This design comes from an exercise in tuning for small area on the open sky130 flow, not from production work. RTL that was checked went through simulation tests only; none was proved equivalent to the original. No functional check of the RTL was part of runs 2 to 4. The clock port is modelled as an ideal driver; clocking choices that lean on that would not hold on a real chip.

## flow/design.v (module list and top-level ports; edited modules follow where they fit)
// module quant_mac_top: 35 lines
// module mac_ve5_1intmode: 1326 lines
// module c_a21o: 5 lines
// module c_a21oi: 5 lines
// module c_a222oi: 5 lines
// module c_a22oi: 5 lines
// module c_and2: 5 lines
// module c_andn: 5 lines
// module c_fa: 6 lines
// module c_ha: 6 lines
// module c_inv: 5 lines
// module c_mux2: 5 lines
// module c_mux2i: 5 lines
// module c_nand2: 5 lines
// module c_nor2: 5 lines
// module c_o21ai: 5 lines
// module c_or2: 5 lines
// module c_orn: 5 lines
// module c_xnor2: 5 lines
// module c_xor2: 5 lines
module quant_mac_top (
    input  wire         clk,
    input  wire         mode,
    input  wire [15:0]  value,
    input  wire [15:0]  weight,
    input  wire [27:0]  ints,
    input  wire [17:0]  fps,
    output reg  [27:0]  intr,
    output reg  [17:0]  fpr
);
  // ...
==> flow/flow/run.sh <==
#!/bin/bash
# Standard ORFS layout with area-oriented settings:
#  - before placement, combinational cells are set to their smallest size
#    (flow/pre_gpl.tcl); the resizer upsizes where timing needs it
#  - port buffers use the smallest buffer (buf_1) instead of the resizer's pick
#  - CTS with clkbuf_4 and no dummy loads
# make's full output goes to flow.log in this folder; ORFS keeps per-step logs
# under orfs/logs/.
set -euo pipefail
HERE=$(pwd)
bash standard.sh \
  PRE_GLOBAL_PLACE_TCL="$HERE/flow/pre_gpl.tcl" \
  BUFFER_PORTS_ARGS="-buffer_cell sky130_fd_sc_hd__buf_1" \
  CTS_ARGS="-sink_clustering_enable -repair_clock_nets -dont_use_dummy_load -buf_list sky130_fd_sc_hd__clkbuf_4 -sink_clustering_size 10 -sink_clustering_max_diameter 40" \
  finish > flow.log 2>&1
==> flow/flow/pre_gpl.tcl <==
# Before global placement: set every combinational cell to its smallest
# drive strength (synthesis maps the one-gate modules in isolation and
# often picks larger sizes); the resizer upsizes where timing needs it.
set n 0
foreach inst [get_cells *] {
  set ref [get_property $inst ref_name]
  if {[regexp {^(sky130_fd_sc_hd__[a-z0-9]+)_([0-9]+)$} $ref -> base size]} {
    if {$size <= 1} { continue }
    if {[regexp {dfxtp|dfrtp|clkbuf|clkinv|conb|tap|fill|decap|dlygate|clkdly} $base]} { continue }
    set target "${base}_1"
    if {[llength [get_lib_cells -quiet */$target]] == 0} { continue }
    replace_cell [get_property $inst full_name] $target
    incr n
  }
}
puts "pre_gpl.tcl: downsized $n cells"
==> flow/standard.sh <==
#!/bin/bash
# synth_recipe.tcl (not shown) runs the flow's synth.tcl, then flattens the netlist and writes it again
# the make line also repeats each setting of config.mk as NAME=value (left out here)
make -C /OpenROAD-flow-scripts/flow DESIGN_CONFIG=/design/flow/config.mk WORK_HOME=/design/flow/orfs CLKGATE_MAP_FILE= SYNTH_SCRIPT=/design/flow/synth_recipe.tcl "${@:-finish}"
==> flow/config.mk <==
export PLATFORM = sky130hd
export DESIGN_NAME = quant_mac_top
export DESIGN_NICKNAME = quant_mac_top
export VERILOG_FILES = /design/flow/design.v
export SDC_FILE = /design/flow/constraint.sdc
export NUM_CORES = 4
export LEC_CHECK = 0
export CAP_MARGIN = 20
export CORE_MARGIN = 2
export CORE_UTILIZATION = 75
export GPL_ROUTABILITY_DRIVEN = 0
export PLACE_DENSITY = 0.85
export SLEW_MARGIN = 20
export SYNTH_HIERARCHICAL = 1
export SYNTH_MINIMUM_KEEP_SIZE = 0
==> flow/constraint.sdc <==
create_clock -name core_clock -period 11.5 [get_ports {clk}]
set_input_delay 2.3000 -clock core_clock [delete_from_list [all_inputs] [get_ports {clk}]]
set_output_delay 2.3000 -clock core_clock [all_outputs]
set_load 0.01 [all_outputs]
==> notes.md, run 1 <==
fin util 79.8%; top_reg_cell synth dfxtp_1; WHS Endpoint intr[27]$_DFF_P_; crit-path max FO 15; post-route insts no fill 1271; worst rel slew slack 27.0%; setup TNS 0 ns; min Tclk post-route 10.78 ns; Buffers excl. clock 142; synthesized cell area 0.00999 mm2; grt total ovfl 0; Top Metal Used met4; mux cell area share after synthesis 7.33%; Synth async-reset ratio 0%; Max Root-Sink Buffers 2; multi-input gates 779; Data arrival, critical path 11.22 ns; area delta synth->final 5.00%; Die X 119 um; Multi-input gate area 0.00690 mm2; largest registers intr: 28 flops, ints_q: 28 flops; GRT met1 Usage 38.8%; Total Routing Usage GR 32.4%; Critical Path RT 11.94 ns; DR pass1 iterations 7; sequential cells 125; status complete, no violations; initial drt markers 804; commonest cells after routing, fill and taps aside 159 x nand2_1, 125 x buf_1, 124 x fa_1; fmax 0.0928 GHz; CTS root buffer clkbuf_4; postcts setup bufs 0; Post-DP HPWL 17100 um; initial antenna violation count 1; #FFs+latches synth 125
==> inputs of run 2 (changes only) <==
--- a/flow/design.v
+++ b/flow/design.v
@@ -928,390 +928,368 @@
 c_inv u_n545 (.a(fps[16]), .y(n545));
 wire n546, n547;
 c_fa u_n546 (.a(n545), .b(n533), .c(n534), .s(n546), .co(n547));
 wire n548;
 c_inv u_n548 (.a(n535), .y(n548));
 wire n549, n550;
 c_fa u_n549 (.a(value[15]), .b(fps[17]), .c(n548), .s(n549), .co(n550));
 wire n551;
-c_xnor2 u_n551 (.a(n537), .b(fps[13]), .y(n551));
-wire n552;
-c_orn u_n552 (.a(fps[13]), .b(n537), .y(n552));
-wire n553;
-c_xnor2 u_n553 (.a(n538), .b(n540), .y(n553));
-wire n554;
-c_nand2 u_n554 (.a(n538), .b(n540), .y(n554));
-wire n555;
-c_o21ai u_n555 (.a1(n553), .a2(n552), .b(n554), .y(n555));
-wire n556;
-c_xor2 u_n556 (.a(n553), .b(n552), .y(n556));
-wire n557;
-c_xor2 u_n557 (.a(n541), .b(n543), .y(n557));
-wire n558;
-c_and2 u_n558 (.a(n541), .b(n543), .y(n558));
-wire n559;
-c_a21oi u_n559 (.a1(n557), .a2(n555), .b(n558), .y(n559));
+c_inv u_n551 (.a(fps[13]), .y(n551));
+wire n552, n553;
+c_ha u_n552 (.a(n537), .b(n551), .s(n552), .co(n553));
+wire n554, n555;
+c_fa u_n554 (.a(n538), .b(n540), .c(n553), .s(n554), .co(n555));
+wire n556, n557;
+c_fa u_n556 (.a(n541), .b(n543), .c(n555), .s(n556), .co(n557));
+wire n558, n559;
+c_fa u_n558 (.a(n544), .b(n546), .c(n557), .s(n558), .co(n559));
 wire n560;
-c_xor2 u_n560 (.a(n557), .b(n555), .y(n560));
-wire n561;
-c_xnor2 u_n561 (.a(n544), .b(n546), .y(n561));
-wire n562;
-c_nand2 u_n562 (.a(n544), .b(n546), .y(n562));
+c_inv u_n560 (.a(n549), .y(n560));
+wire n561, n562;
+c_fa u_n561 (.a(n547), .b(n560), .c(n559), .s(n561), .co(n562));
 wire n563;
-c_o21ai u_n563 (.a1(n561), .a2(n559), .b(n562), .y(n563));
-wire n564;
-c_xor2 u_n564 (.a(n561), .b(n559), .y(n564));
-wire n565;
-c_xnor2 u_n565 (.a(n547), .b(n549), .y(n565));
-wire n566;
-c_andn u_n566 (.a(n547), .b(n549), .y(n566));
-wire n567;
-c_a21oi u_n567 (.a1(n565), .a2(n563), .b(n566), .y(n567));
-wire n568;
-c_xor2 u_n568 (.a(n565), .b(n563), .y(n568));
-wire n569;
-c_xnor2 u_n569 (.a(n550), .b(value[15]), .y(n569));
-wire n570;
-c_xnor2 u_n570 (.a(n569), .b(n567), .y(n570));
-wire [5:0] d = {n570, n568, n564, n560, n556, n551};
+c_inv u_n563 (.a(n550), .y(n563));
+wire n564, n565;
+c_fa u_n564 (.a(n563), .b(value[15]), .c(n562), .s(n564), .co(n565));
+wire [5:0] d = {n564, n561, n558, n556, n554, n552};
 wire neg = d[5];
 wire [3:0] amt;
 assign amt[0] = d[0];
 assign amt[1] = d[1] ^ (neg & d[0]);
 assign amt[2] = d[2] ^ (neg & (d[1] | d[0]));
 assign amt[3] = d[3] ^ (neg & (d[2] | d[1] | d[0]));
 wire sat = neg ? (~d[4] | (d[3:0] == 4'd0)) : d[4];
-wire n571;
-c_andn u_n571 (.a(n551), .b(neg), .y(n571));
-wire n572;
-c_andn u_n572 (.a(n556), .b(neg), .y(n572));
-wire n573;
-c_andn u_n573 (.a(n560), .b(neg), .y(n573));
-wire n574;
-c_andn u_n574 (.a(n564), .b(neg), .y(n574));
-wire n575;
-c_andn u_n575 (.a(n568), .b(neg), .y(n575));
-wire n576, n577;
-c_ha u_n576 (.a(n573), .b(fps[15]), .s(n576), .co(n577));
-wire n578, n579;
-c_ha u_n578 (.a(n574), .b(fps[16]), .s(n578), .co(n579));
+wire n566;
+c_andn u_n566 (.a(n552), .b(neg), .y(n566));
+wire n567;
+c_andn u_n567 (.a(n554), .b(neg), .y(n567));
+wire n568;
+c_andn u_n568 (.a(n556), .b(neg), .y(n568));
+wire n569;
+c_andn u_n569 (.a(n558), .b(neg), .y(n569));
+wire n570;
+c_andn u_n570 (.a(n561), .b(neg), .y(n570));
+wire n571, n572;
+c_ha u_n571 (.a(n568), .b(fps[15]), .s(n571), .co(n572));
+wire n573, n574;
+c_ha u_n573 (.a(n569), .b(fps[16]), .s(n573), .co(n574));
+wire n575, n576;
+c_ha u_n575 (.a(n570), .b(fps[17]), .s(n575), .co(n576));
+wire n577, n578;
+c_ha u_n577 (.a(n566), .b(fps[13]), .s(n577), .co(n578));
+wire n579;
+c_inv u_n579 (.a(n567), .y(n579));
 wire n580, n581;
-c_ha u_n580 (.a(n575), .b(fps[17]), .s(n580), .co(n581));
+c_fa u_n580 (.a(n579), .b(fps[14]), .c(n578), .s(n580), .co(n581));
 wire n582, n583;
-c_ha u_n582 (.a(n571), .b(fps[13]), .s(n582), .co(n583));
-wire n584;
-c_inv u_n584 (.a(n572), .y(n584));
-wire n585, n586;
-c_fa u_n585 (.a(n584), .b(fps[14]), .c(n583), .s(n585), .co(n586));
-wire n587, n588;
-c_fa u_n587 (.a(n572), .b(n576), .c(n586), .s(n587), .co(n588));
-wire n589, n590;
-c_fa u_n589 (.a(n577), .b(n578), .c(n588), .s(n589), .co(n590));
-wire n591, n592;
-c_fa u_n591 (.a(n579), .b(n580), .c(n590), .s(n591), .co(n592));
-wire [4:0] eb2 = {n591, n589, n587, n585, n582};
+c_fa u_n582 (.a(n567), .b(n571), .c(n581), .s(n582), .co(n583));
+wire n584, n585;
+c_fa u_n584 (.a(n572), .b(n573), .c(n583), .s(n584), .co(n585));
+wire n586, n587;
+c_fa u_n586 (.a(n574), .b(n575), .c(n585), .s(n586), .co(n587));
+wire [4:0] eb2 = {n586, n584, n582, n580, n577};
 wire selpx = neg & z;
 wire selfx = ~neg;
 wire selpy = ~neg & z;
 wire selfy = neg;
+wire n588;
+c_a22oi u_n588 (.a1(selpx), .a2(n431), .b1(selfx), .b2(fps[0]), .y(n588));
+wire n589;
+c_a22oi u_n589 (.a1(selpy), .a2(n431), .b1(selfy), .b2(fps[0]), .y(n589));
+wire n590;
+c_a22oi u_n590 (.a1(selpx), .a2(n435), .b1(selfx), .b2(fps[1]), .y(n590));
+wire n591;
+c_a22oi u_n591 (.a1(selpy), .a2(n435), .b1(selfy), .b2(fps[1]), .y(n591));
+wire n592;
+c_a22oi u_n592 (.a1(selpx), .a2(n439), .b1(selfx), .b2(fps[2]), .y(n592));
 wire n593;
-c_a22oi u_n593 (.a1(selpx), .a2(n431), .b1(selfx), .b2(fps[0]), .y(n593));
+c_a22oi u_n593 (.a1(selpy), .a2(n439), .b1(selfy), .b2(fps[2]), .y(n593));
 wire n594;
-c_a22oi u_n594 (.a1(selpy), .a2(n431), .b1(selfy), .b2(fps[0]), .y(n594));
+c_a22oi u_n594 (.a1(selpx), .a2(n443), .b1(selfx), .b2(fps[3]), .y(n594));
 wire n595;
-c_a22oi u_n595 (.a1(selpx), .a2(n435), .b1(selfx), .b2(fps[1]), .y(n595));
+c_a22oi u_n595 (.a1(selpy), .a2(n443), .b1(selfy), .b2(fps[3]), .y(n595));
 wire n596;
-c_a22oi u_n596 (.a1(selpy), .a2(n435), .b1(selfy), .b2(fps[1]), .y(n596));
+c_a22oi u_n596 (.a1(selpx), .a2(n447), .b1(selfx), .b2(fps[4]), .y(n596));
 wire n597;
-c_a22oi u_n597 (.a1(selpx), .a2(n439), .b1(selfx), .b2(fps[2]), .y(n597));
+c_a22oi u_n597 (.a1(selpy), .a2(n447), .b1(selfy), .b2(fps[4]), .y(n597));
 wire n598;
-c_a22oi u_n598 (.a1(selpy), .a2(n439), .b1(selfy), .b2(fps[2]), .y(n598));
+c_a22oi u_n598 (.a1(selpx), .a2(n451), .b1(selfx), .b2(fps[5]), .y(n598));
 wire n599;
-c_a22oi u_n599 (.a1(selpx), .a2(n443), .b1(selfx), .b2(fps[3]), .y(n599));
+c_a22oi u_n599 (.a1(selpy), .a2(n451), .b1(selfy), .b2(fps[5]), .y(n599));
 wire n600;
-c_a22oi u_n600 (.a1(selpy), .a2(n443), .b1(selfy), .b2(fps[3]), .y(n600));
+c_a22oi u_n600 (.a1(selpx), .a2(n455), .b1(selfx), .b2(fps[6]), .y(n600));
 wire n601;
-c_a22oi u_n601 (.a1(selpx), .a2(n447), .b1(selfx), .b2(fps[4]), .y(n601));
+c_a22oi u_n601 (.a1(selpy), .a2(n455), .b1(selfy), .b2(fps[6]), .y(n601));
 wire n602;
-c_a22oi u_n602 (.a1(selpy), .a2(n447), .b1(selfy), .b2(fps[4]), .y(n602));
+c_a22oi u_n602 (.a1(selpx), .a2(n459), .b1(selfx), .b2(fps[7]), .y(n602));
 wire n603;
-c_a22oi u_n603 (.a1(selpx), .a2(n451), .b1(selfx), .b2(fps[5]), .y(n603));
+c_a22oi u_n603 (.a1(selpy), .a2(n459), .b1(selfy), .b2(fps[7]), .y(n603));
 wire n604;
-c_a22oi u_n604 (.a1(selpy), .a2(n451), .b1(selfy), .b2(fps[5]), .y(n604));
+c_a22oi u_n604 (.a1(selpx), .a2(n463), .b1(selfx), .b2(fps[8]), .y(n604));
 wire n605;
-c_a22oi u_n605 (.a1(selpx), .a2(n455), .b1(selfx), .b2(fps[6]), .y(n605));
+c_a22oi u_n605 (.a1(selpy), .a2(n463), .b1(selfy), .b2(fps[8]), .y(n605));
 wire n606;
-c_a22oi u_n606 (.a1(selpy), .a2(n455), .b1(selfy), .b2(fps[6]), .y(n606));
+c_a22oi u_n606 (.a1(selpx), .a2(n469), .b1(selfx), .b2(fps[9]), .y(n606));
 wire n607;
-c_a22oi u_n607 (.a1(selpx), .a2(n459), .b1(selfx), .b2(fps[7]), .y(n607));
+c_a22oi u_n607 (.a1(selpy), .a2(n469), .b1(selfy), .b2(fps[9]), .y(n607));
 wire n608;
-c_a22oi u_n608 (.a1(selpy), .a2(n459), .b1(selfy), .b2(fps[7]), .y(n608));
+c_a22oi u_n608 (.a1(selpx), .a2(n475), .b1(selfx), .b2(fps[10]), .y(n608));
 wire n609;
-c_a22oi u_n609 (.a1(selpx), .a2(n463), .b1(selfx), .b2(fps[8]), .y(n609));
+c_a22oi u_n609 (.a1(selpy), .a2(n475), .b1(selfy), .b2(fps[10]), .y(n609));
 wire n610;
-c_a22oi u_n610 (.a1(selpy), .a2(n463), .b1(selfy), .b2(fps[8]), .y(n610));
+c_a22oi u_n610 (.a1(selpx), .a2(n481), .b1(selfx), .b2(fps[11]), .y(n610));
 wire n611;
-c_a22oi u_n611 (.a1(selpx), .a2(n469), .b1(selfx), .b2(fps[9]), .y(n611));
+c_a22oi u_n611 (.a1(selpy), .a2(n481), .b1(selfy), .b2(fps[11]), .y(n611));
 wire n612;
-c_a22oi u_n612 (.a1(selpy), .a2(n469), .b1(selfy), .b2(fps[9]), .y(n612));
+c_a22oi u_n612 (.a1(selpx), .a2(n487), .b1(selfx), .b2(fps[12]), .y(n612));
 wire n613;
-c_a22oi u_n613 (.a1(selpx), .a2(n475), .b1(selfx), .b2(fps[10]), .y(n613));
+c_a22oi u_n613 (.a1(selpy), .a2(n487), .b1(selfy), .b2(fps[12]), .y(n613));
 wire n614;
-c_a22oi u_n614 (.a1(selpy), .a2(n475), .b1(selfy), .b2(fps[10]), .y(n614));
+c_a22oi u_n614 (.a1(selpx), .a2(n491), .b1(selfx), .b2(fps[12]), .y(n614));
 wire n615;
-c_a22oi u_n615 (.a1(selpx), .a2(n481), .b1(selfx), .b2(fps[11]), .y(n615));
+c_a22oi u_n615 (.a1(selpy), .a2(n491), .b1(selfy), .b2(fps[12]), .y(n615));
 wire n616;
-c_a22oi u_n616 (.a1(selpy), .a2(n481), .b1(selfy), .b2(fps[11]), .y(n616));
+c_mux2i u_n616 (.a(n588), .b(n590), .s(amt[0]), .y(n616));
 wire n617;
-c_a22oi u_n617 (.a1(selpx), .a2(n487), .b1(selfx), .b2(fps[12]), .y(n617));
+c_mux2i u_n617 (.a(n590), .b(n592), .s(amt[0]), .y(n617));
 wire n618;
-c_a22oi u_n618 (.a1(selpy), .a2(n487), .b1(selfy), .b2(fps[12]), .y(n618));
+c_mux2i u_n618 (.a(n592), .b(n594), .s(amt[0]), .y(n618));
 wire n619;
-c_a22oi u_n619 (.a1(selpx), .a2(n491), .b1(selfx), .b2(fps[12]), .y(n619));
+c_mux2i u_n619 (.a(n594), .b(n596), .s(amt[0]), .y(n619));
 wire n620;
-c_a22oi u_n620 (.a1(selpy), .a2(n491), .b1(selfy), .b2(fps[12]), .y(n620));
+c_mux2i u_n620 (.a(n596), .b(n598), .s(amt[0]), .y(n620));
 wire n621;
-c_mux2i u_n621 (.a(n593), .b(n595), .s(amt[0]), .y(n621));
+c_mux2i u_n621 (.a(n598), .b(n600), .s(amt[0]), .y(n621));
 wire n622;
-c_mux2i u_n622 (.a(n595), .b(n597), .s(amt[0]), .y(n622));
+c_mux2i u_n622 (.a(n600), .b(n602), .s(amt[0]), .y(n622));
 wire n623;
-c_mux2i u_n623 (.a(n597), .b(n599), .s(amt[0]), .y(n623));
+c_mux2i u_n623 (.a(n602), .b(n604), .s(amt[0]), .y(n623));
 wire n624;
-c_mux2i u_n624 (.a(n599), .b(n601), .s(amt[0]), .y(n624));
+c_mux2i u_n624 (.a(n604), .b(n606), .s(amt[0]), .y(n624));
 wire n625;
-c_mux2i u_n625 (.a(n601), .b(n603), .s(amt[0]), .y(n625));
+c_mux2i u_n625 (.a(n606), .b(n608), .s(amt[0]), .y(n625));
 wire n626;
-c_mux2i u_n626 (.a(n603), .b(n605), .s(amt[0]), .y(n626));
+c_mux2i u_n626 (.a(n608), .b(n610), .s(amt[0]), .y(n626));
 wire n627;
-c_mux2i u_n627 (.a(n605), .b(n607), .s(amt[0]), .y(n627));
+c_mux2i u_n627 (.a(n610), .b(n612), .s(amt[0]), .y(n627));
 wire n628;
-c_mux2i u_n628 (.a(n607), .b(n609), .s(amt[0]), .y(n628));
+c_mux2i u_n628 (.a(n612), .b(n614), .s(amt[0]), .y(n628));
 wire n629;
-c_mux2i u_n629 (.a(n609), .b(n611), .s(amt[0]), .y(n629));
+c_mux2i u_n629 (.a(n616), .b(n618), .s(amt[1]), .y(n629));
 wire n630;
-c_mux2i u_n630 (.a(n611), .b(n613), .s(amt[0]), .y(n630));
+c_mux2i u_n630 (.a(n617), .b(n619), .s(amt[1]), .y(n630));
 wire n631;
-c_mux2i u_n631 (.a(n613), .b(n615), .s(amt[0]), .y(n631));
+c_mux2i u_n631 (.a(n618), .b(n620), .s(amt[1]), .y(n631));
 wire n632;
-c_mux2i u_n632 (.a(n615), .b(n617), .s(amt[0]), .y(n632));
+c_mux2i u_n632 (.a(n619), .b(n621), .s(amt[1]), .y(n632));
 wire n633;
-c_mux2i u_n633 (.a(n617), .b(n619), .s(amt[0]), .y(n633));
+c_mux2i u_n633 (.a(n620), .b(n622), .s(amt[1]), .y(n633));
 wire n634;
 c_mux2i u_n634 (.a(n621), .b(n623), .s(amt[1]), .y(n634));
 wire n635;
 c_mux2i u_n635 (.a(n622), .b(n624), .s(amt[1]), .y(n635));
 wire n636;
 c_mux2i u_n636 (.a(n623), .b(n625), .s(amt[1]), .y(n636));
 wire n637;
 c_mux2i u_n637 (.a(n624), .b(n626), .s(amt[1]), .y(n637));
 wire n638;
 c_mux2i u_n638 (.a(n625), .b(n627), .s(amt[1]), .y(n638));
 wire n639;
 c_mux2i u_n639 (.a(n626), .b(n628), .s(amt[1]), .y(n639));
 wire n640;
-c_mux2i u_n640 (.a(n627), .b(n629), .s(amt[1]), .y(n640));
+c_inv u_n640 (.a(n614), .y(n640));
 wire n641;
-c_mux2i u_n641 (.a(n628), .b(n630), .s(amt[1]), .y(n641));
+c_mux2i u_n641 (.a(n627), .b(n640), .s(amt[1]), .y(n641));
 wire n642;
-c_mux2i u_n642 (.a(n629), .b(n631), .s(amt[1]), .y(n642));
+c_mux2i u_n642 (.a(n628), .b(n640), .s(amt[1]), .y(n642));
 wire n643;
-c_mux2i u_n643 (.a(n630), .b(n632), .s(amt[1]), .y(n643));
+c_mux2i u_n643 (.a(n629), .b(n633), .s(amt[2]), .y(n643));
 wire n644;
-c_mux2i u_n644 (.a(n631), .b(n633), .s(amt[1]), .y(n644));
+c_mux2i u_n644 (.a(n630), .b(n634), .s(amt[2]), .y(n644));
 wire n645;
-c_inv u_n645 (.a(n619), .y(n645));
+c_mux2i u_n645 (.a(n631), .b(n635), .s(amt[2]), .y(n645));
 wire n646;
-c_mux2i u_n646 (.a(n632), .b(n645), .s(amt[1]), .y(n646));
+c_mux2i u_n646 (.a(n632), .b(n636), .s(amt[2]), .y(n646));
 wire n647;
-c_mux2i u_n647 (.a(n633), .b(n645), .s(amt[1]), .y(n647));
+c_mux2i u_n647 (.a(n633), .b(n637), .s(amt[2]), .y(n647));
 wire n648;
 c_mux2i u_n648 (.a(n634), .b(n638), .s(amt[2]), .y(n648));
 wire n649;
 c_mux2i u_n649 (.a(n635), .b(n639), .s(amt[2]), .y(n649));
 wire n650;
-c_mux2i u_n650 (.a(n636), .b(n640), .s(amt[2]), .y(n650));
+c_mux2i u_n650 (.a(n636), .b(n641), .s(amt[2]), .y(n650));
 wire n651;
-c_mux2i u_n651 (.a(n637), .b(n641), .s(amt[2]), .y(n651));
+c_mux2i u_n651 (.a(n637), .b(n642), .s(amt[2]), .y(n651));
 wire n652;
-c_mux2i u_n652 (.a(n638), .b(n642), .s(amt[2]), .y(n652));
+c_mux2i u_n652 (.a(n638), .b(n614), .s(amt[2]), .y(n652));
 wire n653;
-c_mux2i u_n653 (.a(n639), .b(n643), .s(amt[2]), .y(n653));
+c_mux2i u_n653 (.a(n639), .b(n614), .s(amt[2]), .y(n653));
 wire n654;
-c_mux2i u_n654 (.a(n640), .b(n644), .s(amt[2]), .y(n654));
+c_mux2i u_n654 (.a(n641), .b(n614), .s(amt[2]), .y(n654));
 wire n655;
-c_mux2i u_n655 (.a(n641), .b(n646), .s(amt[2]), .y(n655));
+c_mux2i u_n655 (.a(n642), .b(n614), .s(amt[2]), .y(n655));
+wire s8a = ~amt[3] & ~sat;
+wire s8b = amt[3] & ~sat;
+wire s8f = amt[3] | sat;
 wire n656;
-c_mux2i u_n656 (.a(n642), .b(n647), .s(amt[2]), .y(n656));
+c_a222oi u_n656 (.a1(n643), .a2(s8a), .b1(n651), .b2(s8b), .c1(n640), .c2(sat), .y(n656));
 wire n657;
-c_mux2i u_n657 (.a(n643), .b(n619), .s(amt[2]), .y(n657));
+c_a222oi u_n657 (.a1(n644), .a2(s8a), .b1(n652), .b2(s8b), .c1(n640), .c2(sat), .y(n657));
 wire n658;
-c_mux2i u_n658 (.a(n644), .b(n619), .s(amt[2]), .y(n658));
+c_a222oi u_n658 (.a1(n645), .a2(s8a), .b1(n653), .b2(s8b), .c1(n640), .c2(sat), .y(n658));
 wire n659;
-c_mux2i u_n659 (.a(n646), .b(n619), .s(amt[2]), .y(n659));
+c_a222oi u_n659 (.a1(n646), .a2(s8a), .b1(n654), .b2(s8b), .c1(n640), .c2(sat), .y(n659));
 wire n660;
-c_mux2i u_n660 (.a(n647), .b(n619), .s(amt[2]), .y(n660));
-wire s8a = ~amt[3] & ~sat;
-wire s8b = amt[3] & ~sat;
-wire s8f = amt[3] | sat;
+c_a222oi u_n660 (.a1(n647), .a2(s8a), .b1(n655), .b2(s8b), .c1(n640), .c2(sat), .y(n660));
 wire n661;
-c_a222oi u_n661 (.a1(n648), .a2(s8a), .b1(n656), .b2(s8b), .c1(n645), .c2(sat), .y(n661));
+c_mux2i u_n661 (.a(n648), .b(n640), .s(s8f), .y(n661));
 wire n662;
-c_a222oi u_n662 (.a1(n649), .a2(s8a), .b1(n657), .b2(s8b), .c1(n645), .c2(sat), .y(n662));
+c_mux2i u_n662 (.a(n649), .b(n640), .s(s8f), .y(n662));
 wire n663;
-c_a222oi u_n663 (.a1(n650), .a2(s8a), .b1(n658), .b2(s8b), .c1(n645), .c2(sat), .y(n663));
+c_mux2i u_n663 (.a(n650), .b(n640), .s(s8f), .y(n663));
 wire n664;
-c_a222oi u_n664 (.a1(n651), .a2(s8a), .b1(n659), .b2(s8b), .c1(n645), .c2(sat), .y(n664));
+c_mux2i u_n664 (.a(n651), .b(n640), .s(s8f), .y(n664));
 wire n665;
-c_a222oi u_n665 (.a1(n652), .a2(s8a), .b1(n660), .b2(s8b), .c1(n645), .c2(sat), .y(n665));
+c_mux2i u_n665 (.a(n652), .b(n640), .s(s8f), .y(n665));
 wire n666;
-c_mux2i u_n666 (.a(n653), .b(n645), .s(s8f), .y(n666));
+c_mux2i u_n666 (.a(n653), .b(n640), .s(s8f), .y(n666));
 wire n667;
-c_mux2i u_n667 (.a(n654), .b(n645), .s(s8f), .y(n667));
+c_mux2i u_n667 (.a(n654), .b(n640), .s(s8f), .y(n667));
 wire n668;
-c_mux2i u_n668 (.a(n655), .b(n645), .s(s8f), .y(n668));
+c_mux2i u_n668 (.a(n655), .b(n640), .s(s8f), .y(n668));
 wire n669;
-c_mux2i u_n669 (.a(n656), .b(n645), .s(s8f), .y(n669));
+c_xor2 u_n669 (.a(n656), .b(n589), .y(n669));
 wire n670;
-c_mux2i u_n670 (.a(n657), .b(n645), .s(s8f), .y(n670));
+c_or2 u_n670 (.a(n656), .b(n589), .y(n670));
 wire n671;
-c_mux2i u_n671 (.a(n658), .b(n645), .s(s8f), .y(n671));
+c_xnor2 u_n671 (.a(n657), .b(n591), .y(n671));
 wire n672;
-c_mux2i u_n672 (.a(n659), .b(n645), .s(s8f), .y(n672));
+c_or2 u_n672 (.a(n657), .b(n591), .y(n672));
 wire n673;
-c_mux2i u_n673 (.a(n660), .b(n645), .s(s8f), .y(n673));
+c_o21ai u_n673 (.a1(n671), .a2(n670), .b(n672), .y(n673));
 wire n674;
-c_xor2 u_n674 (.a(n661), .b(n594), .y(n674));
+c_xor2 u_n674 (.a(n671), .b(n670), .y(n674));
 wire n675;
-c_or2 u_n675 (.a(n661), .b(n594), .y(n675));
+c_xor2 u_n675 (.a(n658), .b(n593), .y(n675));
 wire n676;
-c_xnor2 u_n676 (.a(n662), .b(n596), .y(n676));
+c_nor2 u_n676 (.a(n658), .b(n593), .y(n676));
 wire n677;
-c_or2 u_n677 (.a(n662), .b(n596), .y(n677));
+c_a21oi u_n677 (.a1(n675), .a2(n673), .b(n676), .y(n677));
 wire n678;
-c_o21ai u_n678 (.a1(n676), .a2(n675), .b(n677), .y(n678));
+c_xor2 u_n678 (.a(n675), .b(n673), .y(n678));
 wire n679;
-c_xor2 u_n679 (.a(n676), .b(n675), .y(n679));
+c_xnor2 u_n679 (.a(n659), .b(n595), .y(n679));
 wire n680;
-c_xor2 u_n680 (.a(n663), .b(n598), .y(n680));
+c_or2 u_n680 (.a(n659), .b(n595), .y(n680));
 wire n681;
-c_nor2 u_n681 (.a(n663), .b(n598), .y(n681));
+c_o21ai u_n681 (.a1(n679), .a2(n677), .b(n680), .y(n681));
 wire n682;
-c_a21oi u_n682 (.a1(n680), .a2(n678), .b(n681), .y(n682));
+c_xor2 u_n682 (.a(n679), .b(n677), .y(n682));
 wire n683;
-c_xor2 u_n683 (.a(n680), .b(n678), .y(n683));
+c_xor2 u_n683 (.a(n660), .b(n597), .y(n683));
 wire n684;
-c_xnor2 u_n684 (.a(n664), .b(n600), .y(n684));
+c_nor2 u_n684 (.a(n660), .b(n597), .y(n684));
 wire n685;
-c_or2 u_n685 (.a(n664), .b(n600), .y(n685));
+c_a21oi u_n685 (.a1(n683), .a2(n681), .b(n684), .y(n685));
 wire n686;
-c_o21ai u_n686 (.a1(n684), .a2(n682), .b(n685), .y(n686));
+c_xor2 u_n686 (.a(n683), .b(n681), .y(n686));
 wire n687;
-c_xor2 u_n687 (.a(n684), .b(n682), .y(n687));
+c_xnor2 u_n687 (.a(n661), .b(n599), .y(n687));
 wire n688;
-c_xor2 u_n688 (.a(n665), .b(n602), .y(n688));
+c_or2 u_n688 (.a(n661), .b(n599), .y(n688));
 wire n689;
-c_nor2 u_n689 (.a(n665), .b(n602), .y(n689));
+c_o21ai u_n689 (.a1(n687), .a2(n685), .b(n688), .y(n689));
 wire n690;
-c_a21oi u_n690 (.a1(n688), .a2(n686), .b(n689), .y(n690));
+c_xor2 u_n690 (.a(n687), .b(n685), .y(n690));
 wire n691;
-c_xor2 u_n691 (.a(n688), .b(n686), .y(n691));
+c_xor2 u_n691 (.a(n662), .b(n601), .y(n691));
 wire n692;
-c_xnor2 u_n692 (.a(n666), .b(n604), .y(n692));
+c_nor2 u_n692 (.a(n662), .b(n601), .y(n692));
 wire n693;
-c_or2 u_n693 (.a(n666), .b(n604), .y(n693));
+c_a21oi u_n693 (.a1(n691), .a2(n689), .b(n692), .y(n693));
 wire n694;
-c_o21ai u_n694 (.a1(n692), .a2(n690), .b(n693), .y(n694));
+c_xor2 u_n694 (.a(n691), .b(n689), .y(n694));
 wire n695;
-c_xor2 u_n695 (.a(n692), .b(n690), .y(n695));
+c_inv u_n695 (.a(n693), .y(n695));
 wire n696;
-c_xor2 u_n696 (.a(n667), .b(n606), .y(n696));
+c_xor2 u_n696 (.a(n663), .b(n603), .y(n696));
 wire n697;
-c_nor2 u_n697 (.a(n667), .b(n606), .y(n697));
+c_nor2 u_n697 (.a(n663), .b(n603), .y(n697));
 wire n698;
-c_a21oi u_n698 (.a1(n696), .a2(n694), .b(n697), .y(n698));
+c_xor2 u_n698 (.a(n696), .b(n695), .y(n698));
 wire n699;
-c_xor2 u_n699 (.a(n696), .b(n694), .y(n699));
+c_xor2 u_n699 (.a(n664), .b(n605), .y(n699));
 wire n700;
-c_inv u_n700 (.a(n698), .y(n700));
+c_nor2 u_n700 (.a(n664), .b(n605), .y(n700));
 wire n701;
-c_xor2 u_n701 (.a(n668), .b(n608), .y(n701));
+c_a21o u_n701 (.a1(n695), .a2(n696), .b(n697), .y(n701));
 wire n702;
-c_nor2 u_n702 (.a(n668), .b(n608), .y(n702));
+c_xor2 u_n702 (.a(n699), .b(n701), .y(n702));
 wire n703;
-c_xor2 u_n703 (.a(n701), .b(n700), .y(n703));
+c_a21o u_n703 (.a1(n699), .a2(n697), .b(n700), .y(n703));
 wire n704;
-c_xor2 u_n704 (.a(n669), .b(n610), .y(n704));
+c_and2 u_n704 (.a(n696), .b(n699), .y(n704));
 wire n705;
-c_nor2 u_n705 (.a(n669), .b(n610), .y(n705));
+c_xor2 u_n705 (.a(n665), .b(n607), .y(n705));
 wire n706;
-c_a21o u_n706 (.a1(n700), .a2(n701), .b(n702), .y(n706));
+c_nor2 u_n706 (.a(n665), .b(n607), .y(n706));
 wire n707;
-c_xor2 u_n707 (.a(n704), .b(n706), .y(n707));
+c_a21o u_n707 (.a1(n695), .a2(n704), .b(n703), .y(n707));
 wire n708;
-c_a21o u_n708 (.a1(n704), .a2(n702), .b(n705), .y(n708));
+c_xor2 u_n708 (.a(n705), .b(n707), .y(n708));
 wire n709;
-c_and2 u_n709 (.a(n701), .b(n704), .y(n709));
+c_a21o u_n709 (.a1(n705), .a2(n703), .b(n706), .y(n709));
 wire n710;
-c_xor2 u_n710 (.a(n670), .b(n612), .y(n710));
+c_and2 u_n710 (.a(n704), .b(n705), .y(n710));
 wire n711;
-c_nor2 u_n711 (.a(n670), .b(n612), .y(n711));
+c_xor2 u_n711 (.a(n666), .b(n609), .y(n711));
 wire n712;
-c_a21o u_n712 (.a1(n700), .a2(n709), .b(n708), .y(n712));
+c_nor2 u_n712 (.a(n666), .b(n609), .y(n712));
 wire n713;
-c_xor2 u_n713 (.a(n710), .b(n712), .y(n713));
+c_a21o u_n713 (.a1(n695), .a2(n710), .b(n709), .y(n713));
 wire n714;
-c_a21o u_n714 (.a1(n710), .a2(n708), .b(n711), .y(n714));
+c_xor2 u_n714 (.a(n711), .b(n713), .y(n714));
 wire n715;
-c_and2 u_n715 (.a(n709), .b(n710), .y(n715));
+c_a21o u_n715 (.a1(n711), .a2(n709), .b(n712), .y(n715));
 wire n716;
-c_xor2 u_n716 (.a(n671), .b(n614), .y(n716));
+c_and2 u_n716 (.a(n710), .b(n711), .y(n716));
 wire n717;
-c_nor2 u_n717 (.a(n671), .b(n614), .y(n717));
+c_xor2 u_n717 (.a(n667), .b(n611), .y(n717));
 wire n718;
-c_a21o u_n718 (.a1(n700), .a2(n715), .b(n714), .y(n718));
+c_nor2 u_n718 (.a(n667), .b(n611), .y(n718));
 wire n719;
-c_xor2 u_n719 (.a(n716), .b(n718), .y(n719));
+c_a21o u_n719 (.a1(n695), .a2(n716), .b(n715), .y(n719));
 wire n720;
-c_a21o u_n720 (.a1(n716), .a2(n714), .b(n717), .y(n720));
+c_xor2 u_n720 (.a(n717), .b(n719), .y(n720));
 wire n721;
-c_and2 u_n721 (.a(n715), .b(n716), .y(n721));
+c_a21o u_n721 (.a1(n717), .a2(n715), .b(n718), .y(n721));
 wire n722;
-c_xor2 u_n722 (.a(n672), .b(n616), .y(n722));
+c_and2 u_n722 (.a(n716), .b(n717), .y(n722));
 wire n723;
-c_nor2 u_n723 (.a(n672), .b(n616), .y(n723));
+c_xor2 u_n723 (.a(n668), .b(n613), .y(n723));
 wire n724;
-c_a21o u_n724 (.a1(n700), .a2(n721), .b(n720), .y(n724));
+c_nor2 u_n724 (.a(n668), .b(n613), .y(n724));
 wire n725;
-c_xor2 u_n725 (.a(n722), .b(n724), .y(n725));
+c_a21o u_n725 (.a1(n695), .a2(n722), .b(n721), .y(n725));
 wire n726;
-c_a21o u_n726 (.a1(n722), .a2(n720), .b(n723), .y(n726));
+c_xor2 u_n726 (.a(n723), .b(n725), .y(n726));
 wire n727;
-c_and2 u_n727 (.a(n721), .b(n722), .y(n727));
+c_a21o u_n727 (.a1(n723), .a2(n721), .b(n724), .y(n727));
 wire n728;
-c_xor2 u_n728 (.a(n673), .b(n618), .y(n728));
+c_and2 u_n728 (.a(n722), .b(n723), .y(n728));
 wire n729;
-c_nor2 u_n729 (.a(n673), .b(n618), .y(n729));
+c_xor2 u_n729 (.a(n614), .b(n615), .y(n729));
 wire n730;
-c_a21o u_n730 (.a1(n700), .a2(n727), .b(n726), .y(n730));
+c_nor2 u_n730 (.a(n614), .b(n615), .y(n730));
 wire n731;
-c_xor2 u_n731 (.a(n728), .b(n730), .y(n731));
+c_a21o u_n731 (.a1(n695), .a2(n728), .b(n727), .y(n731));
 wire n732;
-c_a21o u_n732 (.a1(n728), .a2(n726), .b(n729), .y(n732));
-wire n733;
-c_and2 u_n733 (.a(n727), .b(n728), .y(n733));
-wire n734;
-c_xor2 u_n734 (.a(n619), .b(n620), .y(n734));
-wire n735;
-c_nor2 u_n735 (.a(n619), .b(n620), .y(n735));
-wire n736;
-c_a21o u_n736 (.a1(n700), .a2(n733), .b(n732), .y(n736));
-wire n737;
-c_xor2 u_n737 (.a(n734), .b(n736), .y(n737));
-wire [13:0] acc = {n737, n731, n725, n719, n713, n707, n703, n699, n695, n691, n687, n683, n679, n674};
+c_xor2 u_n732 (.a(n729), .b(n731), .y(n732));
+wire [13:0] acc = {n732, n726, n720, n714, n708, n702, n698, n694, n690, n686, n682, n678, n674, n669};
 wire [12:0] tt = acc[12:0] ^ acc[13:1];
 reg [3:0] L;
 always @* begin
     casez (tt)
         13'b1????????????: L = 4'd0;
         13'b01???????????: L = 4'd1;
         13'b001??????????: L = 4'd2;
         13'b0001?????????: L = 4'd3;
@@ -1323,47 +1301,47 @@
         13'b0000000001???: L = 4'd9;
         13'b00000000001??: L = 4'd10;
         13'b000000000001?: L = 4'd11;
         13'b0000000000001: L = 4'd12;
         default: L = 4'd1;
     endcase
 end
 wire [13:0] accsh = acc << L;
+wire n733;
+c_xnor2 u_n733 (.a(eb2[0]), .b(L[0]), .y(n733));
+wire n734;
+c_orn u_n734 (.a(L[0]), .b(eb2[0]), .y(n734));
+wire n735;
+c_xor2 u_n735 (.a(eb2[1]), .b(L[1]), .y(n735));
+wire n736;
+c_orn u_n736 (.a(L[1]), .b(eb2[1]), .y(n736));
+wire n737;
+c_o21ai u_n737 (.a1(n735), .a2(n734), .b(n736), .y(n737));
 wire n738;
-c_xnor2 u_n738 (.a(eb2[0]), .b(L[0]), .y(n738));
+c_xor2 u_n738 (.a(n735), .b(n734), .y(n738));
 wire n739;
-c_orn u_n739 (.a(L[0]), .b(eb2[0]), .y(n739));
+c_xnor2 u_n739 (.a(eb2[2]), .b(L[2]), .y(n739));
 wire n740;
-c_xor2 u_n740 (.a(eb2[1]), .b(L[1]), .y(n740));
+c_andn u_n740 (.a(eb2[2]), .b(L[2]), .y(n740));
 wire n741;
-c_orn u_n741 (.a(L[1]), .b(eb2[1]), .y(n741));
+c_a21oi u_n741 (.a1(n739), .a2(n737), .b(n740), .y(n741));
 wire n742;
-c_o21ai u_n742 (.a1(n740), .a2(n739), .b(n741), .y(n742));
+c_xor2 u_n742 (.a(n739), .b(n737), .y(n742));
 wire n743;
-c_xor2 u_n743 (.a(n740), .b(n739), .y(n743));
+c_xor2 u_n743 (.a(eb2[3]), .b(L[3]), .y(n743));
 wire n744;
-c_xnor2 u_n744 (.a(eb2[2]), .b(L[2]), .y(n744));
+c_orn u_n744 (.a(L[3]), .b(eb2[3]), .y(n744));
 wire n745;
-c_andn u_n745 (.a(eb2[2]), .b(L[2]), .y(n745));
+c_o21ai u_n745 (.a1(n743), .a2(n741), .b(n744), .y(n745));
 wire n746;
-c_a21oi u_n746 (.a1(n744), .a2(n742), .b(n745), .y(n746));
+c_xor2 u_n746 (.a(n743), .b(n741), .y(n746));
 wire n747;
-c_xor2 u_n747 (.a(n744), .b(n742), .y(n747));
-wire n748;
-c_xor2 u_n748 (.a(eb2[3]), .b(L[3]), .y(n748));
-wire n749;
-c_orn u_n749 (.a(L[3]), .b(eb2[3]), .y(n749));
-wire n750;
-c_o21ai u_n750 (.a1(n748), .a2(n746), .b(n749), .y(n750));
-wire n751;
-c_xor2 u_n751 (.a(n748), .b(n746), .y(n751));
-wire n752;
-c_xnor2 u_n752 (.a(eb2[4]), .b(n750), .y(n752));
-assign fpr = {n752, n751, n747, n743, n738, accsh[13:1]};
+c_xnor2 u_n747 (.a(eb2[4]), .b(n745), .y(n747));
+assign fpr = {n747, n746, n742, n738, n733, accsh[13:1]};
 endmodule
 module c_a21o(a1, a2, b, y);
 input wire a1, a2, b;
 output wire y;
 assign y = (a1 & a2) | b;
 endmodule
 module c_a21oi(a1, a2, b, y);
 input wire a1, a2, b;
==> flow/flow/run.sh (replaced) <==
#!/bin/bash
# Standard ORFS layout with area-oriented settings:
#  - placement not timing-driven (no speculative resizer buffering)
#  - before placement, synthesis buffers removed and combinational cells set
#    to their smallest size (flow/pre_gpl.tcl); the resizer upsizes where
#    timing needs it
#  - port buffers use the smallest buffer (buf_1) instead of the resizer's pick
#  - CTS with clkbuf_4 and no dummy loads; afterwards the clock of the fpr
#    registers is delayed by a buffer chain (flow/post_cts.tcl), skew for the
#    internal register-to-register paths; timing is repaired after global
#    routing
# make's full output goes to flow.log in this folder; ORFS keeps per-step logs
# under orfs/logs/.
set -euo pipefail
HERE=$(pwd)
export SKEW_CELLS="sky130_fd_sc_hd__clkdlybuf4s50_1 sky130_fd_sc_hd__clkbuf_4"
bash standard.sh \
  PRE_GLOBAL_PLACE_TCL="$HERE/flow/pre_gpl.tcl" \
  POST_CTS_TCL="$HERE/flow/post_cts.tcl" \
  SKIP_CTS_REPAIR_TIMING=1 \
  GPL_TIMING_DRIVEN=0 \
  BUFFER_PORTS_ARGS="-buffer_cell sky130_fd_sc_hd__buf_1" \
  CTS_ARGS="-sink_clustering_enable -repair_clock_nets -dont_use_dummy_load -buf_list sky130_fd_sc_hd__clkbuf_4 -sink_clustering_size 10 -sink_clustering_max_diameter 40" \
  finish > flow.log 2>&1
==> flow/flow/post_cts.tcl (new file) <==
# After CTS: delay the clock of the fpr output registers, which end the
# longest register-to-register paths (operand registers -> fp16 result).
# Each clock net that reaches fpr registers gets a short chain of clock
# buffers in front of those registers only.  This is skew for the internal
# paths: it leaves less time, not more, on the paths from these registers
# to the output ports.
set cells $::env(SKEW_CELLS)
set groups [dict create]
foreach inst [get_cells *] {
  set name [get_property $inst full_name]
  if {![string match "fpr*" $name]} { continue }
  set pin [get_pins -of_objects $inst -filter "direction == input"]
  set clk ""
  foreach p $pin {
    if {[get_property $p lib_pin_name] == "CLK"} { set clk $p }
  }
  if {$clk == ""} { continue }
  set net [get_nets -of_objects $clk]
  dict lappend groups [get_property $net full_name] $clk
}
set i 0
dict for {netname pins} $groups {
  set net $netname
  set k 0
  foreach cell $cells {
    set nn "skewnet_${i}_$k"
    insert_buffer -buffer_cell $cell -net [get_nets $net] -load_pins $pins -buffer_name "skewbuf_${i}_$k" -net_name $nn
    set net $nn
    incr k
  }
  puts "post_cts.tcl: group $i on $netname: [llength $pins] registers"
  incr i
}
global_connect
detailed_placement
estimate_parasitics -placement
report_clock_skew
==> flow/flow/pre_gpl.tcl (replaced) <==
# Before global placement: remove the buffers synthesis left (the standard
# flow does this only in timing-driven placement mode), then set every combinational cell to its smallest
# drive strength (synthesis maps the one-gate modules in isolation and
# often picks larger sizes); the resizer upsizes where timing needs it.
remove_buffers
set n 0
foreach inst [get_cells *] {
  set ref [get_property $inst ref_name]
  if {[regexp {^(sky130_fd_sc_hd__[a-z0-9]+)_([0-9]+)$} $ref -> base size]} {
    if {$size <= 1} { continue }
    if {[regexp {dfxtp|dfrtp|clkbuf|clkinv|conb|tap|fill|decap|dlygate|clkdly} $base]} { continue }
    set target "${base}_1"
    if {[llength [get_lib_cells -quiet */$target]] == 0} { continue }
    replace_cell [get_property $inst full_name] $target
    incr n
  }
}
puts "pre_gpl.tcl: downsized $n cells"
==> flow/config.mk (replaced) <==
export PLATFORM = sky130hd
export DESIGN_NAME = quant_mac_top
export DESIGN_NICKNAME = quant_mac_top
export VERILOG_FILES = /design/flow/design.v
export SDC_FILE = /design/flow/constraint.sdc
export NUM_CORES = 4
export LEC_CHECK = 0
export CAP_MARGIN = 20
export CORE_MARGIN = 2
export CORE_UTILIZATION = 75
export PLACE_DENSITY = 0.85
export SLEW_MARGIN = 20
export SYNTH_HIERARCHICAL = 1
export SYNTH_MINIMUM_KEEP_SIZE = 0
==> run 2 against run 1 <==
  * Utilization up 0.63 points
  * Now fails the layout checks on hold timing
  * Global-route usage down 1.1 points
  * Register-to-register slack improved by 0.08 ns
  * Hold slack got worse by 0.44 ns
==> notes.md, run 2 <==
status complete, but fails checks; violated checks hold timing; # IOs 126; final hold vios 1; Die ar. 0.0142 mm2; Post-DP HPWL 16000 um (-6.1%); Critical Path RT 12.54 ns (+0.60 ns); CP Buf/Inv Count 5; min Tclk post-route 10.70 ns (-0.0824 ns); Initial Util 76.1%; most common cell in the synthesized netlist nand2_1; synth unique cells 62; CTS Sinks 125; vias in the first global route 7717; grt total ovfl 0 (unchanged); DR pass1 iterations 8 (+1); unrepaired setup endpoints after global routing no; initial antenna violation count 1 (unchanged); Data arrival, critical path 11.73 ns (+0.51 ns); total nets after synthesis 1182; register area share after synthesis 25.1%; via density per instance 6.00; hold_ws -0.00155 ns; Total Routing Usage GR 31.3% (-1.1 points); CTS tree done; Worst setup SP type register; fmax 0.0935 GHz (+0.77%); FILL cells 844; Yosys top cell by area fa_1; Die X 119 um (-0.15%); number of synthesized flops with an enable pin 0; Synth async-reset ratio 0% (unchanged); Area contributors post-synth fa_1 26%, dfxtp_1 25%, mux2i_1 6.3%; Via Count 7567; period utilization 93.0%; Slew Viols, Final 0; #FFs+latches synth 125 (unchanged); global placer's final weighted congestion 0.947; chip height 119 um; Yosys warnings 8; Worst Hold Launch fps_q[13]$_DFF_P_; largest registers intr: 28 flops, ints_q: 28 flops; Critical Path Max Stage Delay 0.58 ns; routed len/inst 16.7 um; Multi-input gate area 0.00691 mm2 (about the same); worst setup path start weight_q[7]$_DFF_P_; Clock Skew 0.630 ns; top_reg_cell synth dfxtp_1; synthesized area per cell 10.3 um2; first-pass GRT wire length 35000 um; commonest non-fill, non-tap cell in the layout nand2_1; Hold Path Class register to register; DRC 0; core area 0.0131 mm2; area delta synth->final 5.73%; register area 0.00253 mm2; # nets final 1306; synthesized cell area 0.00996 mm2 (-0.31%); MaxCap Viol Count 0; Worst path slowest cell a221o_4; Area after DPL 0.0102 mm2; Slew @ Worst Pin 0.993 ns; final instance area 0.0105 mm2; final WL 21100 um; type of destination of the critical path register; Rows 42; top-area cell type share of the netlist area 25.9%; worst rel slew slack 33.6% (+6.6 points); initial drt markers 692 (-14%); Clock Latency Late Sink 1.12 ns; layout cells sized above 1 5.63%; port bufs 125; kind of cell adding the most delay to the critical path compound AO/OA/AOI/OAI gates; commonest cells after routing, fill and taps aside 159 x nand2_1, 129 x fa_1, 125 x buf_1; Post-Synthesis Cells 962; Post-DRT Antenna Nets 0; Final Setup Violations 0; largest net degree at the start of global routing 28; CP most frequent cell o21ai_1; crit-path max FO 21 (+6); r2r startpoint weight_q[7]$_DFF_P_; kind of critical path register to register; CTS clk-pin slew, worst paths 0.09 ns; synth cell count leaders 159 x nand2_1, 129 x fa_1, 125 x dfxtp_1
[run 2: cell count changes in the layout (fill, tap and decap cells not counted), sizes merged, moves of 5 or more]
| cell | change |
|---|---|
| clkdlybuf4s50 | +5 |
| clkbuf | +5 |
| fa | +5 |
| xnor2 | -5 |
| xor2 | -6 |
| buf | -11 |
[run 2: path summary, 6_finish.rpt]
kind,slack (ns),cells past startpoint,endpoint
worst max-delay path,0.80,42,fpr[17]$_DFF_P_
worst min-delay path,-0.002,2,fpr[13]$_DFF_P_
worst max register to register,0.80,42,fpr[17]$_DFF_P_
worst min register to register,-0.002,2,fpr[13]$_DFF_P_
[run 2: layer usage]
layer	track usage, %	vias to the layer above	part of all wire, %
met4	14.0	0	3.3
met2	53.1	406	50
met5	0	-	0
met1	38.7	3607	39
li1	-	3490	-
met3	6.61	64	8.2
[run 2: final cells by class, clock buffers not listed]
class	instances	area share [%]
antenna	1	0.0238
inverter	34	1.25
multi-input combinational	767	65.6
sequential	125	24.0
tap	176	2.09
timing repair buffer	131	4.96
[run 2: per-stage QoR]
| step | hold WS, ns | utilization (%) | setup WS (ns) | instances | setup TNS, ns |
|---|---|---|---|---|---|
| after global routing | 0.00956 | 80.4 | 0.0359 | 1261 | 0 |
| after floorplan | 0.409 | - | 0.942 | 962 | 0 |
| after detailed placement | 0.422 | 77.7 | -1.16 | 1229 | -16.00 |
| final | -0.00155 | 80.4 | 0.803 | 1261 | 0 |
| after global placement | 0.412 | 77.4 | -0.988 | 1227 | -14.29 |
[run 2: worst min-delay path, delay by kind of cell, from the launching register on]
| kind | cells | cell delay (ns) |
|---|---|---|
| adders and majority gates | 1 | 0.16 |
| xor gates and xnor gates | 1 | 0.07 |
| DFF | 1 | 0.33 |
[run 2: cell families (layout without fill, tap and decap cells)]
group           count (synthesis)  in the layout  synth area share [%]
simple gates                  312            312                  15.2
fa+ha+maj                     140            140                  27.3
compound gates                138            138                  12.1
flops                         125            125                  25.1
xor+xnor                      106            106                  9.33
mux                            71             71                  7.35
buf+inv                        70            192                  3.58
other cells                     0              1                     0
[run 2: modules after synthesis (local to each module, per instance), excerpt]
| module | flip-flops and latches | copies in the design | cells |
|---|---|---|---|
| c_nand2 | 0 | 136 | 1 |
| c_xor2 | 0 | 66 | 1 |
| quant_mac_top | 125 | 1 | 125 |
| c_or2 | 0 | 24 | 1 |
| c_inv | 0 | 24 | 1 |
| c_orn | 0 | 3 | 1 |
| c_o21ai | 0 | 13 | 1 |
| c_fa | 0 | 129 | 1 |
| c_ha | 0 | 9 | 1 |
| c_a22oi | 0 | 29 | 1 |
| c_xnor2 | 0 | 25 | 1 |
| mac_ve5_1intmode | 0 | 1 | 229 |
| c_a21oi | 0 | 12 | 1 |
| c_andn | 0 | 9 | 1 |
| c_nor2 | 0 | 22 | 1 |
==> inputs of run 3 (changes only) <==
==> flow/flow/run.sh (replaced) <==
#!/bin/bash
# Standard ORFS layout with area-oriented settings:
#  - before placement, combinational cells are set to their smallest size
#    (flow/pre_gpl.tcl); the resizer upsizes where timing needs it
#  - port buffers use the smallest buffer (buf_1) instead of the resizer's pick
#  - CTS with clkbuf_4 and no dummy loads
# make's full output goes to flow.log in this folder; ORFS keeps per-step logs
# under orfs/logs/.
set -euo pipefail
HERE=$(pwd)
bash standard.sh \
  PRE_GLOBAL_PLACE_TCL="$HERE/flow/pre_gpl.tcl" \
  BUFFER_PORTS_ARGS="-buffer_cell sky130_fd_sc_hd__buf_1" \
  CTS_ARGS="-sink_clustering_enable -repair_clock_nets -dont_use_dummy_load -buf_list sky130_fd_sc_hd__clkbuf_4 -sink_clustering_size 10 -sink_clustering_max_diameter 40" \
  finish > flow.log 2>&1
--- a/flow/flow/pre_gpl.tcl
+++ b/flow/flow/pre_gpl.tcl
@@ -1,6 +1,4 @@
-# Before global placement: remove the buffers synthesis left (the standard
-# flow does this only in timing-driven placement mode), then set every combinational cell to its smallest
+# Before global placement: set every combinational cell to its smallest
 # drive strength (synthesis maps the one-gate modules in isolation and
 # often picks larger sizes); the resizer upsizes where timing needs it.
-remove_buffers
 set n 0
removed: flow/flow/post_cts.tcl
==> run 3 against run 2 <==
  * The run now finishes clean
  * Flip-flop and latch count unchanged
  * Sequential share of layout area barely moved
  * Hold slack improved by 0.43 ns
  * Maximum frequency fell by 0.25%
  * Final area is essentially flat
  * Register-to-register slack worse by 0.03 ns
  * Setup slack got worse by 0.027 ns
  * Cell count up 0.71%
  * Die area did not move
==> notes.md, run 3 <==
status complete, no violations; DRC 0 (unchanged); final instance area 0.0105 mm2 (about the same); Critical Path RT 11.87 ns (-0.67 ns); Worst path depth 41 (-2.4%); Post-DP HPWL 17400 um (+8.6%); synthesized area per cell 10.3 um2 (unchanged); reg2reg end fpr[9]$_DFF_P_; # nets final 1315 (+0.69%); CTS clk-pin slew, worst paths 0.12 ns (+0.03 ns); Final Setup Violations 0 (unchanged); hold_ws 0.427 ns (+0.428 ns); commonest cells after routing, fill and taps aside 159 x nand2_1, 129 x fa_1, 125 x buf_1; via density per instance 6.05 (+0.85%); initial antenna violation count 1 (unchanged); Die ar. 0.0142 mm2 (unchanged); r2r startpoint mode_q$_DFF_P_; Post-DRT Antenna Nets 0 (unchanged); Final Worst Setup Slack 0.776 ns (-0.0272 ns); CTS Sinks 125 (unchanged); Total Routing Usage GR 33.1% (+1.8 points); register area share after synthesis 25.1% (unchanged); setup TNS 0 ns (unchanged); MaxCap Viol Count 0 (unchanged); Data arrival, critical path 11.10 ns (-0.63 ns); Yosys warnings 8 (unchanged); Critical Path Max Stage Delay 0.54 ns (-0.04 ns); CP Buf/Inv Count 3 (-2); Rows 42 (unchanged); final WL 22100 um (+4.8%); fin util 80.5% (about the same); Worst Hold Launch ints_q[26]$_DFF_P_; largest registers intr: 28 flops, ints_q: 28 flops; #FFs+latches synth 125 (unchanged); DP Cell Count 1248 (+1.5%); Post-Synthesis Cells 962 (unchanged); synth cell count leaders 159 x nand2_1, 129 x fa_1, 125 x dfxtp_1; post-place setup slack 0.174 ns (+1.33 ns); Clock Latency Late Sink 0.53 ns (-0.59 ns); kind of cell adding the most delay to the critical path compound AO/OA/AOI/OAI gates; number of synthesized flops with an enable pin 0 (unchanged); top_reg_cell synth dfxtp_1; CTS tree done; Slew Viols, Final 0 (unchanged); total nets after synthesis 1182 (unchanged); largest net degree at the start of global routing 27 (-3.6%); crit-path max FO 26 (+24%); synthesized cell area 0.00996 mm2 (unchanged); port bufs 125 (unchanged); H-tree Lvls 4; chip height 119 um (unchanged); Initial Util 76.1% (unchanged); Max Root-Sink Buffers 2; Via Count 7686 (+1.6%); period utilization 93.3% (+0.24 points); Worst path slowest cell fa_1; Hold Path Class register to register; hold path cells 1 (-1); Worst R2R Path Depth 41 (-2.4%); area delta synth->final 5.83% (about the same); Worst setup SP type register; grt total ovfl 0 (unchanged); min Tclk post-route 10.72 ns (+0.0272 ns); # IOs 126 (unchanged); Clock Skew 0.0406 ns (-0.590 ns); core area 0.0131 mm2 (unchanged); Area contributors post-synth fa_1 26%, dfxtp_1 25%, mux2i_1 6.3%; reg-to-reg slack, setup 0.78 ns (-0.03 ns); Slew @ Worst Pin 0.984 ns (-0.00897 ns); kind of critical path register to register; commonest non-fill, non-tap cell in the layout nand2_1; initial drt markers 865 (+25%); Synth async-reset ratio 0% (unchanged); final hold vios 0 (-1); Multi-input gate area 0.00688 mm2 (-0.45%); CTS root buffer clkbuf_4; Area after DPL 0.0103 mm2 (+1.2%); global placer's final weighted congestion 0.975 (+2.9%); fmax 0.0932 GHz (-0.25%); most common cell in the synthesized netlist nand2_1; WHS Endpoint intr[26]$_DFF_P_; post-route insts no fill 1270 (+0.71%); register area 0.00252 mm2 (about the same); CTS Buf Count 17; synth unique cells 62 (unchanged); Die X 119 um (unchanged); Yosys top cell by area fa_1; vias in the first global route 7936 (+2.8%); top-area cell type share of the netlist area 25.9% (unchanged); DR pass1 iterations 9 (+1); FILL cells 850 (+0.71%); routed len/inst 17.4 um (+4.1%); layout cells sized above 1 6.31% (+0.69 points); worst rel slew slack 34.2% (+0.60 points); type of destination of the critical path register; first-pass GRT wire length 36800 um (+5.1%)
run 3: cell count changes in the layout (fill, tap and decap cells not counted), sizes merged:
cell           delta
clkinvlp          -1
buf              +19
clkdlybuf4s50     -5
clkbuf            -5
inv               +1
run 3: cells by family (layout without fill, tap and decap cells):
kind of cell / Yosys count / in the layout / synth area share, %
mux: 71 / 71 / 7.35
other cells: 0 / 1 / 0
xor+xnor: 106 / 106 / 9.33
simple gates: 312 / 312 / 15.2
fa+ha+maj: 140 / 140 / 27.3
flops: 125 / 125 / 25.1
compound gates: 138 / 138 / 12.1
buf+inv: 70 / 201 / 3.58
run 3: repair_timing:
| action | in CTS | in global routing |
|---|---|---|
| setup endpoints to repair | 0 | 17 |
| hold buffers | 0 | 0 |
| resized for setup | 0 | 31 |
| buffers inserted | 0 | 4 |
run 3: final cells by class:
| cell class | count | area share, % |
|---|---|---|
| inverter | 34 | 1.21 |
| antenna | 1 | 0.0238 |
| timing repair buffer | 150 | 6.23 |
| tap | 176 | 2.09 |
| sequential | 125 | 24.0 |
| clock buffer | 17 | 1.21 |
| multi-input combinational | 767 | 65.3 |
run 3: Yosys stat by module (local to each module, per instance), a selection:
module   times used  flip-flops and latches  cells inside  area, um2
c_o21ai          13                       0             1       5.00
c_ha              9                       0             1       12.5
c_nand2         136                       0             1       3.75
c_mux2i          47                       0             1       10.0
c_orn             3                       0             1       6.26
c_fa            129                       0             1       20.0
c_a21oi          12                       0             1       8.76
c_andn            9                       0             1       13.8
c_a21o           22                       0             1       7.51
run 3: worst max path at each step:
stage                                 end           startpoint
after global routing      fpr[17]$_DFF_P_       mode_q$_DFF_P_
after floorplan           fpr[17]$_DFF_P_  value_q[12]$_DFF_P_
after global placement    fpr[17]$_DFF_P_  weight_q[7]$_DFF_P_
after detailed placement   fpr[9]$_DFF_P_   value_q[7]$_DFF_P_
final                      fpr[9]$_DFF_P_       mode_q$_DFF_P_
after CTS                  fpr[9]$_DFF_P_   value_q[7]$_DFF_P_
run 3: layer usage:
metal / up-vias / part of all wire [%] / global-route usage (%)
met1: 3735 / 39 / 42.0
met5: - / 0 / 0
li1: 3497 / - / -
met2: 382 / 49 / 54.6
met3: 72 / 8.4 / 7.47
met4: 0 / 3.8 / 14.8
==> inputs of run 4 (changes only) <==
--- a/flow/config.mk
+++ b/flow/config.mk
@@ -10,2 +10,3 @@
 export CORE_UTILIZATION = 75
+export GPL_ROUTABILITY_DRIVEN = 0
 export PLACE_DENSITY = 0.85
==> run 4 against run 3 <==
  * First-iteration DRC count down 3.9%
  * Critical endpoint is now fpr[6]$_DFF_P_
  * Hold slack better by 0.0045 ns
  * Non-clock buffer count down 6
  * Final area decreased by 0.37%
  * Setup slack lost 0.073 ns
  * Cell count decreased by 0.55%
  * Critical path depth did not move
  * Via count down 0.30%
==> notes.md, run 4 <==
r2r startpoint mode_q$_DFF_P_; Final Worst Setup Slack 0.702 ns (-0.0731 ns); register area 0.00253 mm2 (+0.40%); grt total ovfl 0 (unchanged); top_reg_cell synth dfxtp_1; Worst Hold Launch ints_q[27]$_DFF_P_; status complete, no violations; Worst path slowest cell fa_1; CTS Sinks 125 (unchanged); final WL 22100 um (+0.13%); type of destination of the critical path register; largest net degree at the start of global routing 27 (unchanged); Area contributors post-synth fa_1 26%, dfxtp_1 25%, mux2i_1 6.3%; commonest non-fill, non-tap cell in the layout nand2_1; kind of cell adding the most delay to the critical path compound AO/OA/AOI/OAI gates; fin util 80.2% (-0.30 points); Initial Util 76.1% (unchanged); Clock Skew 0.0439 ns (+0.00329 ns); CTS root buffer clkbuf_4; period utilization 93.9% (+0.64 points); synthesized area per cell 10.3 um2 (unchanged); H-tree Lvls 4 (unchanged); port bufs 125 (unchanged); top-area cell type share of the netlist area 25.9% (unchanged); CTS clk-pin slew, worst paths 0.09 ns (-0.03 ns); Final Setup Violations 0 (unchanged); DR pass1 iterations 9 (unchanged); core area 0.0131 mm2 (unchanged); synth cell count leaders 159 x nand2_1, 129 x fa_1, 125 x dfxtp_1; first-pass GRT wire length 36300 um (-1.2%); postcts setup bufs 0 (unchanged); register area share after synthesis 25.1% (unchanged); synth unique cells 62 (unchanged); Post-DP HPWL 17300 um (-0.60%); CP Buf/Inv Count 5 (+2); layout cells sized above 1 5.98% (-0.33 points); crit-path max FO 19 (-27%); Hold Buf Count CTS 0 (unchanged); final hold vios 0 (unchanged); Multi-input gate area 0.00688 mm2 (about the same); #FFs+latches synth 125 (unchanged); hold_ws 0.431 ns (+0.00452 ns); synthesized cell area 0.00996 mm2 (unchanged); Data arrival, critical path 11.21 ns (+0.11 ns); Slew Viols, Final 0 (unchanged); area delta synth->final 5.44%; Clock Latency Late Sink 0.54 ns (about the same); initial antenna violation count 0 (-1); via density per instance 6.07 (+0.25%); Critical Path RT 11.92 ns (+0.05 ns); Die X 119 um (unchanged); Hold Path Class register to register; cts repair resizes 0 (unchanged); Yosys warnings 8 (unchanged); chip height 119 um (unchanged); # nets final 1309 (-0.46%); Total Routing Usage GR 32.7% (-0.39 points); Post-Synthesis Cells 962 (unchanged); commonest cells after routing, fill and taps aside 159 x nand2_1, 129 x fa_1, 125 x buf_1; post-place setup slack 0.122 ns (-0.0526 ns); kind of critical path register to register; CTS Buf Count 17 (unchanged); Post-DRT Antenna Nets 0 (unchanged); Worst setup SP type register
run 4: cell counts after synthesis:
Identical to the previous run, type by type.
run 4: cells by family after synthesis:
logic type | after synthesis | synth area share [%]
DFF | 125 | 25.1
and+or+nand+nor | 312 | 15.2
adders and majority gates | 140 | 27.3
xor gates and xnor gates | 106 | 9.33
buffers and inverters | 70 | 3.58
muxes | 71 | 7.35
AOI/OAI and AO/OA | 138 | 12.1
run 4: worst paths after layout:
path,end,slack (ns),depth (start not counted)
min,intr[27]$_DFF_P_,0.43,1
min reg2reg,intr[27]$_DFF_P_,0.43,1
max reg2reg,fpr[6]$_DFF_P_,0.70,41
max,fpr[6]$_DFF_P_,0.70,41
run 4: modules after synthesis (local to each module, per instance), a selection:
| module | cells | flops+latches |
|---|---|---|
| c_a21o | 1 | 0 |
| c_and2 | 1 | 0 |
| c_andn | 1 | 0 |
| c_ha | 1 | 0 |
| c_nand2 | 1 | 0 |
| c_nor2 | 1 | 0 |
| c_or2 | 1 | 0 |
| quant_mac_top | 125 | 125 |
run 4: worst register-to-register path, delay by kind of cell (launching register included):
| family | cells | cell delay (ns) |
|---|---|---|
| mux | 4 | 0.92 |
| xor+xnor | 3 | 0.84 |
| simple gates | 4 | 0.90 |
| compound gates | 20 | 4.40 |
| fa+ha+maj | 5 | 2.32 |
| buf+inv | 5 | 0.80 |
| flops | 1 | 0.52 |
run 4: cell type report:
class	instances	share of cell area (%)
Multi-Input combinational cell	767	65.5
Sequential cell	125	24.1
Timing Repair Buffer	144	5.83
Tap cell	176	2.10
Clock buffer	17	1.22
Inverter	34	1.22
run 4: layer usage:
metal  part of all wire (%)  wire [um]  up-vias  track usage [%]
li1                       -          -     3486                -
met1                     39       8570     3669             40.2
met2                     49      10800      423             53.7
met3                    9.0       1990       85             8.86
met4                    3.6        808        0             15.7
met5                      0          0        -                0
run 4: per-stage QoR:
step / std cells / area [um2]
final: 1263 / 10500
after global placement: 1246 / 10300
after detailed placement: 1246 / 10300
after CTS: 1263 / 10400
after floorplan: 962 / 9960
after global routing: 1263 / 10500

what the ideal ports hide:
The results above use ideal ports. As a check the final layouts listed here were re-extracted and re-timed, cells and wires unchanged.
Step 1, drivers: a clkbuf_16 drives clk and a buf_2 each remaining input, both assumed.
Step 2, shift: input delay + t, output delay - t, t = (earliest + latest rising clock arrival at the registers) / 2. This alone moves slack from input paths to output paths.
a / b / c = ideal / step 1 / step 2; a / b = the first two.
run | shift t [ns] | setup slack, ns | hold slack, ns | clock arrival spread, ns | worst register clock-pin slew, ns | cell pins on the clock port's net
run 1 | 0.566 | 0.720 / 0.720 / 0.720 | 0.441 / 0.441 / 0.441 | 0.047 / 0.048 | 0.12 / 0.12 | 1
run 2 | 0.842 | 0.803 / 0.803 / 0.803 | -0.002 / -0.002 / -0.002 | 0.630 / 0.631 | 0.12 / 0.12 | 1
run 3 | 0.560 | 0.776 / 0.776 / 0.776 | 0.427 / 0.427 / 0.427 | 0.050 / 0.050 | 0.12 / 0.12 | 1
run 4 | 0.553 | 0.702 / 0.702 / 0.702 | 0.431 / 0.431 / 0.431 | 0.050 / 0.050 | 0.12 / 0.12 | 1
In run 2 the clock reaches the registers at very different times; t lies between them, and the last value is a rough guide only.
